This is an optimization exercise on Yosys and OpenROAD, whose aim is small area and a short achievable clock period, not a production implementation.
Only simulation tests tie the RTL to the original design; equivalence was not proved.
Power is estimated from default activity; no workload was simulated.

File: design/flow/design.v
module register(data_out, data_in, clk, en, valid_out, rst);
	output reg [31:0] data_out;
	output reg valid_out;
	input [31:0] data_in;
	input clk,en,rst;
	always @(posedge clk)
	begin
	if (rst==1'b1 || en == 1'b0) begin
		data_out <= 32'b0;
		valid_out <= 1'b0;
		end
		else begin
		  	data_out <= data_in;
			valid_out <= 1'b1;
        end
	end
endmodule
module Floatmulti (data_out,x,y,valid_in,valid_out,clk,rst);
output reg [31:0] data_out;
output reg valid_out;
input [31:0] x,y;
input valid_in;
input clk, rst;
 reg [47:0] mz;
 reg [23:0] mx,my;
 reg [31:0] res;
 always @(*)
 begin
	res = 32'b0;
	mx = {1'b1,x[22:0]};
	my = {1'b1,y[22:0]};
	mz = mx * my;
	if (x[30:23] != 8'd0 && y[30:23] != 8'd0)
	begin
		if (x[31] == y[31] ) begin
			res[31] = 0;
			end
			else begin
			res[31] = 1;
			end
			res[30:23] = x [30:23] + y [30:23] - 8'd127;
			if (mz[47] == 0)
			begin
				res[22:0] = mz[45:23];
			end
			else
			begin
				res[30:23] = res[30:23] + 1;
				res[22:0] = mz[46:24];
			end
	end
 end
 always @(posedge clk)
 begin
	if (valid_in==1'b1)
		data_out <= res;
	else
		data_out <= 32'b0;
	valid_out <= valid_in & ~rst;
 end
endmodule
module Floatadder(data_out,x,y,valid_inx,valid_iny,valid_out,clk,rst);
  input [31:0] x,y;
  input clk, rst, valid_inx, valid_iny;
  output reg valid_out;
  output reg [31:0] data_out;
reg [7:0] ex, ey;
reg [23:0] mx, my;
reg [24:0] mout;
reg [7:0] bias;
reg [31:0] res;
always @(*)
begin
  res = 32'b0;
  bias = 8'd0;
  mout = 25'd0;
  mx = {1'd1, x[22:0]};
  my = {1'd1, y[22:0]};
  ex = x[30:23];
  ey = y[30:23];
if (ey == 8'd0)
  res = x;
else if (ex == 8'd0)
  res = y;
else begin
if (ex < ey) 
  begin
    bias = ey - ex;
    ex = ey;
    mx = mx >> bias;
  end
else 
  begin
    bias = ex - ey;
    ey = ex;
    my = my >> bias;
  end
if (x[31]==y[31]) 
  begin
    mout = mx + my;
    res[31] = x[31];
  end
else
    if (mx > my)
      begin
        mout = mx - my;
        res[31] = x[31];
      end
else
  if (mx < my) 
    begin
      mout = my - mx;
      res[31]= y[31];
    end
else
  begin
    mout = mx - my;
    res[31] = 1'd0;
  end
    if (mout[24] == 1) begin		
				res[22:0] = mout[23:1];
				res[30:23] = ex+8'd1;
		end
		else if(mout[23] == 1) begin 					
				res[22:0] = mout[22:0];
				res[30:23] = ex;
		end
		else if (mout[22] == 1) begin
					res[22:0] = {mout[21:0],1'd0};
					res[30:23] = ex - 1;
				end
		else if (mout[21] == 1) begin
					res[22:0] = {mout[20:0],2'd0};
					res[30:23] = ex - 2;	
				end
		else if (mout[20] == 1) begin
					res[22:0] = {mout[19:0],3'd0};
					res[30:23] = ex - 3;	
				end
		else if (mout[19] == 1) begin
					res[22:0] = {mout[18:0],4'd0};
					res[30:23] = ex - 4;
				end
		else if (mout[18] == 1) begin
					res[22:0] = {mout[17:0],5'd0};
					res[30:23] = ex - 5;
				end
		else if (mout[17] == 1) begin
					res[22:0] = {mout[16:0],6'd0};
					res[30:23] = ex - 6;
				end		
		else if (mout[16] == 1) begin
					res[22:0] = {mout[15:0],7'd0};
					res[30:23] = ex - 7;
				end		
		else if (mout[15] == 1) begin
					res[22:0] = {mout[14:0],8'd0};
					res[30:23] = ex - 8;
				end
		else if (mout[14] == 1) begin
					res[22:0] = {mout[13:0],9'd0};
					res[30:23] = ex - 9;
				end
		else if (mout[13] == 1) begin
					res[22:0] = {mout[12:0],10'd0};
					res[30:23] = ex - 10;
				end
		else if (mout[12] == 1) begin
					res[22:0] = {mout[11:0],11'd0};
					res[30:23] = ex - 11;
				end
		else if (mout[11] == 1) begin
					res[22:0] = {mout[10:0],12'd0};
					res[30:23] = ex - 12;
				end
		else if (mout[10] == 1) begin
					res[22:0] = {mout[9:0],13'd0};
					res[30:23] = ex - 13;
				end
		else if (mout[9] == 1) begin
					res[22:0] = {mout[8:0],14'd0};
					res[30:23] = ex - 14;
				end
		else if (mout[8] == 1) begin
					res[22:0] = {mout[7:0],15'd0};
					res[30:23] = ex - 15;
				end
		else if (mout[7] == 1) begin
					res[22:0] = {mout[6:0],16'd0};
					res[30:23] = ex - 16;
				end
		else if (mout[6] == 1) begin
					res[22:0] = {mout[5:0],17'd0};
					res[30:23] = ex - 17;
				end
		else if (mout[5] == 1) begin
					res[22:0] = {mout[4:0],18'd0};
					res[30:23] = ex - 18;
				end
		else if (mout[4] == 1) begin
					res[22:0] = {mout[3:0],19'd0};
					res[30:23] = ex - 19;
				end
		else if (mout[3] == 1) begin
					res[22:0] = {mout[2:0],20'd0};
					res[30:23] = ex - 20;
				end
		else if (mout[2] == 1) begin
					res[22:0] = {mout[1:0],21'd0};
					res[30:23] = ex - 21;
				end
		else if (mout[1] == 1) begin
					res[22:0] = {mout[0],22'd0};
					res[30:23] = ex - 22;
				end
		else if (mout[0] == 1) begin
					res[22:0] = {23'd0};
					res[30:23] = ex - 23;
				end
		else res[30:0] = 0;	
end
end
always @(posedge clk)
begin
if ((valid_inx == 1'b1) && (valid_iny == 1'b1))
  data_out <= res;
else
  data_out <= 32'b0;
valid_out <= valid_inx & valid_iny & ~rst;
end
endmodule
module ALU (r,g,b,clk,rst,valid_inr,valid_ing,valid_inb,gray,valid_gray);
input [31:0] r,g,b;
input clk, rst, valid_inr,valid_ing,valid_inb;
wire valid_outmulr, valid_outmulg, valid_outmulb;
wire valid_out, valid_bd;
output [31:0] gray;
output valid_gray;
wire [31:0] rout,gout,bout,bout_d,t;
Floatmulti multir (rout, 32'b00111110100110010001011010000111, r, valid_inr, valid_outmulr, clk, rst);
Floatmulti multig (gout, 32'b00111111000101100100010110100010, g, valid_ing, valid_outmulg, clk, rst);
Floatmulti multib (bout, 32'b00111101111010010111100011010101, b, valid_inb, valid_outmulb, clk, rst);
register regbd(bout_d, bout, clk, valid_outmulb, valid_bd, rst);
Floatadder addrg(t, gout, rout, valid_outmulg, valid_outmulr, valid_out, clk, rst);
Floatadder addrgb(gray, bout_d , t, valid_bd, valid_out, valid_gray, clk, rst);
endmodule
module RGBtoGray (r, g, b, valid_in, clk , rst , grayout, valid_out);
  input [31:0] r,g,b;
  wire [31:0] rout, gout, bout;
  input valid_in, clk, rst;
  output [31:0] grayout;
  output valid_out;
  wire valid_outr,valid_outg,valid_outb;
register regr(rout,r,clk,valid_in,valid_outr, rst);
register regg(gout,g,clk,valid_in,valid_outg, rst);
register regb(bout,b,clk,valid_in,valid_outb, rst);
ALU ALU1(rout,gout,bout,clk,rst,valid_outr,valid_outg,valid_outb, grayout, valid_out);
endmodule
File: design/flow/run.sh
#!/bin/bash
# synth_recipe.tcl (not shown) runs the flow's synth.tcl, then flattens the netlist and writes it again
# the make line also repeats each setting of config.mk as NAME=value (left out here)
make -C /OpenROAD-flow-scripts/flow DESIGN_CONFIG=/design/flow/config.mk WORK_HOME=/design/flow/orfs CLKGATE_MAP_FILE= SYNTH_SCRIPT=/design/flow/synth_recipe.tcl finish
File: design/flow/config.mk
export PLATFORM = sky130hd
export DESIGN_NAME = RGBtoGray
export DESIGN_NICKNAME = RGBtoGray
export VERILOG_FILES = /design/flow/design.v
export SDC_FILE = /design/flow/constraint.sdc
export NUM_CORES = 4
export LEC_CHECK = 0
export CAP_MARGIN = 20
export CORE_MARGIN = 2
export CORE_UTILIZATION = 40
export PLACE_DENSITY = 0.6
export SLEW_MARGIN = 20
File: design/flow/constraint.sdc
create_clock -name core_clock -period 12.0 [get_ports {clk}]
set_input_delay 2.4000 -clock core_clock [delete_from_list [all_inputs] [get_ports {clk}]]
set_output_delay 2.4000 -clock core_clock [all_outputs]
set_load 0.01 [all_outputs]
==> results.ini <==
[status]
status = complete, no violations

[clock_tree]
postCtsSetupBuffers = 0
cts_buffer_depth = 3
cts_hold_buf = 0
cts.sinks = 292
insertion_delay_ns = 0.66
htreeDepth = 2
cts-root-buf = clkbuf_16
cts_resized = 0
cts_inserted_buffers = 40
cts_tree = built
clkSlewWorstSetupHoldPaths_ns = 0.07

[layout]
instances_no_fill = 10300
utilization = 0.433
synthToLayoutAreaGrowth_pct = 7.85
fin_nets = 9758
drive_gt1_frac = 0.0569

[pwr]
p_int_w = 0.00533
p_per_area_mw_per_mm2 = 183
ir_drop_mv = 0.155
seqPwrFrac = 0.098
p_clk_frac = 0.097
p_leak_nw = 33.1
comb_power_share = 0.805
p_switching_w = 0.00755
switching_share = 0.586

[placement]
hpwlAfterDp_um = 202000
place_congestion = 1.07
portBuffers = 131
dp_cells = 10200

[synth]
synth_top_area_share = 0.192
ys.flop_type = dfxtp_1
synth.yosys.seq_area_share = 0.0897
syn_inst = 8273
synth_area_per_cell_sq_um = 7.88
netlist_area_sq_mm = 0.0652
synth-seq-cells = 292
synth_cell_type_count = 107
yosysWarnings = 3
synth_edf_count = 0
synthesis.nets = 9918
synth_async_sr_flop_share = 0
yosysTopAreaCell = ha_1
synthTopCellsByArea = ha_1, fa_1, dfxtp_1

[critical_path]
cpPeakStageDelay_ns = 0.93
crit_type = flip-flop to flip-flop
cp.arrival_ns = 11.17
cp-start-kind = flip-flop
critical_path_required_ns = 12.53
end_kind = flip-flop
critPathMaxFanout = 20
critical-path-slowest-cell = nand2_1

[timing]
finalCritPeriodShare = 0.887
rsz0062_at_grt = false
setup_viol = 0
worst_pin_slew_ns = 1.18
fin_setup_tns_ns = 0
fmax_mhz = 93.9
skew_ns = 0.0533
period_needed_ns = 10.64
hold_violations = 0
drv_slew = 0
relSlewSlack = 0.210
holdWs_ns = 0.379

[min_path]
min_path_type = flip-flop to flip-flop

[global_routing]
grt_max_degree = 62
antenna_found_initial = 12
grt_pass1_vias = 62500
grt.overflow.total = 0
gr-usage-all-layers = 0.308
grt_pass1_wl_um = 397000

[die]
rows = 148
initial_utilization = 0.401
die_h_um = 408
die_area_sq_mm = 0.166
core_sq_mm = 0.162
fp.dieW_um = 408
top_level_ports = 132

[drt]
drcViolationCount = 0
drt_iter0_drc = 7709
num_vias = 64400
wirelength_um = 265000
drt_first_pass_iters = 8
vias_per_cell = 6.24
avgRoutedWirePerCell_um = 25.7
ant_nets = 0

[run]
max_cap_viol_count = 0

## area by class of cell
type	instances	area (sq um)
tap	2175	2720
timing repair buffer	316	2710
inverter	1115	4190
clock buffer	48	1090
multi-input combinational	6348	53500
antenna	5	12.5
fill	16500	92100
clock inverter	21	225
sequential	292	5850
## cells in the mapped netlist, types with 34 or more instances
master	n
nand2_1	658
a22oi_1	46
nor2_1	508
mux2i_1	73
ha_1	1000
xnor2_1	195
mux4_2	37
o2111ai_1	34
a311oi_1	34
nor3_1	193
o22ai_1	65
nand3_1	163
dfxtp_1	292
o21a_1	57
buf_2	65
nand4_1	35
fa_1	546
inv_1	1105
a221oi_1	62
o221ai_1	86
o211ai_1	112
nor2b_1	53
a22o_1	41
nand2b_1	67
a2111oi_0	41
and2_1	169
a31oi_1	112
clkbuf_1	398
xor2_1	57
and3_1	59
o31ai_1	55
buf_1	44
a21oi_1	571
o21ai_0	414
or3_1	59
nor4_1	41
a211oi_1	125
a21o_1	98
## logic make-up (layout without fill, tap and decap cells)
group / Yosys count / after routing / synth area share
multiplexers: 132 / 132 / 0.0278
buffers and inverters: 1633 / 1500 / 0.0961
flip-flops: 292 / 292 / 0.0897
other: 0 / 5 / 0
XOR/XNOR: 256 / 256 / 0.0348
adder cells (fa/ha/maj): 1546 / 1546 / 0.360
AO/OA/AOI/OAI: 2296 / 2296 / 0.238
AND/OR/NAND/NOR: 2118 / 2118 / 0.155
## cells in the final DEF (no fill, tap or decap), types with 35 or more instances in the layout
| master | Yosys | final |
|---|---|---|
| nand4_1 | 35 | 35 |
| o31ai_1 | 55 | 55 |
| nor3_1 | 193 | 185 |
| or3_1 | 59 | 59 |
| mux4_2 | 37 | 37 |
| nor2_1 | 508 | 505 |
| o211ai_1 | 112 | 112 |
| nand2b_1 | 67 | 67 |
| and2_1 | 169 | 169 |
| a221oi_1 | 62 | 62 |
| nor2b_1 | 53 | 51 |
| o22ai_1 | 65 | 65 |
| clkdlybuf4s50_1 | 0 | 131 |
| xnor2_1 | 195 | 175 |
| nand2_1 | 658 | 658 |
| xor2_1 | 57 | 51 |
| mux2i_1 | 73 | 73 |
| clkbuf_16 | 0 | 41 |
| o221ai_1 | 86 | 85 |
| a2111oi_0 | 41 | 40 |
| a22o_1 | 41 | 41 |
| nor4_1 | 41 | 41 |
| o21a_1 | 57 | 57 |
| a31oi_1 | 112 | 111 |
| o21ai_0 | 414 | 414 |
| inv_1 | 1105 | 1105 |
| a211oi_1 | 125 | 124 |
| a21oi_1 | 571 | 565 |
| a21o_1 | 98 | 98 |
| fa_1 | 546 | 546 |
| and3_1 | 59 | 59 |
| dfxtp_1 | 292 | 292 |
| ha_1 | 1000 | 999 |
| buf_4 | 6 | 184 |
| nand3_1 | 163 | 163 |
| a22oi_1 | 46 | 46 |
## sequential cells by signal, indices dropped and copies added (netlist names)
name and cells:
regb.data_out 32, ALU1.regbd.data_out 32, ALU1.multib.data_out 32, regr.data_out 32, ALU1.addrg.data_out 32, ALU1.addrgb.data_out 32, ALU1.multir.data_out 32, regb.valid_out 1
ALU1.multig.data_out 32, ALU1.addrgb.valid_out 1, ALU1.addrg.valid_out 1, ALU1.multib.valid_out 1, regg.data_out 32
## metrics by stage
| step | instance area (sq um) | total power (W) | setup WS (ns) |
|---|---|---|---|
| detailed placement | 69000 | 0.0112 | 1.64 |
| global placement | 69000 | 0.0111 | 1.73 |
| global route | 70300 | 0.0137 | 0.971 |
| floorplan | 65200 | 0.00800 | 4.13 |
| CTS | 70300 | 0.0125 | 1.67 |
| finish | 70300 | 0.0129 | 1.36 |
## metal layers
layer / up-vias / part of all wire / GRT usage
met5: - / 0.00025 / 0
met2: 3805 / 0.43 / 0.472
li1: 28700 / - / -
met3: 847 / 0.11 / 0.0729
met1: 31000 / 0.41 / 0.408
met4: 8 / 0.053 / 0.141
## worst max-delay path, delay by kind of cell (launching register included)
kind            cells  cell delay (ns)
compound gates     18             5.92
fa+ha+maj           3             1.19
buf+inv             3             0.88
flops               1             0.42
simple gates        7             2.07
## worst paths after layout
path	start	to	slack (ns)	cells after the start
max	ALU1.regbd.data_out[23]	ALU1.addrgb.data_out[11]	1.36	31
min	ALU1.multib.data_out[20]	ALU1.regbd.data_out[20]	0.38	1
max reg2reg	ALU1.regbd.data_out[23]	ALU1.addrgb.data_out[11]	1.36	31
min reg2reg	ALU1.multib.data_out[20]	ALU1.regbd.data_out[20]	0.38	1
## power groups by stage
stage	registers, W	logic (W)	clock network (W)
finish	0.00126	0.0104	0.00125
global route	0.00126	0.0111	0.00131
CTS	0.00125	0.00996	0.00128
detailed placement	0.00127	0.00989	0
global placement	0.00127	0.00986	0
floorplan	0.00115	0.00686	0

-- port drivers added, routing unchanged --
The flow's constraints put no driver on any port. The routed layout listed below was extracted and timed again, unchanged, in two steps.
Step 1 assumes that a clkbuf_16 drives the clock port and a buf_2 every other input.
Step 2, shift: input delay + t, output delay - t, t = (earliest + latest rising clock arrival at the registers) / 2. This alone moves slack from input paths to output paths.
Slacks: ideal / step 1 / step 2; pairs: ideal / step 1.
t, ns: 0.704
setup slack, ns: 1.356 / 1.356 / 1.356
hold slack, ns: 0.379 / 0.379 / 0.379
worst setup path after step 2: register to register
After both steps setup and hold are still met in this run. The setup slack of this run moves by 0.000 ns with the drivers and by 0.000 ns with both steps.
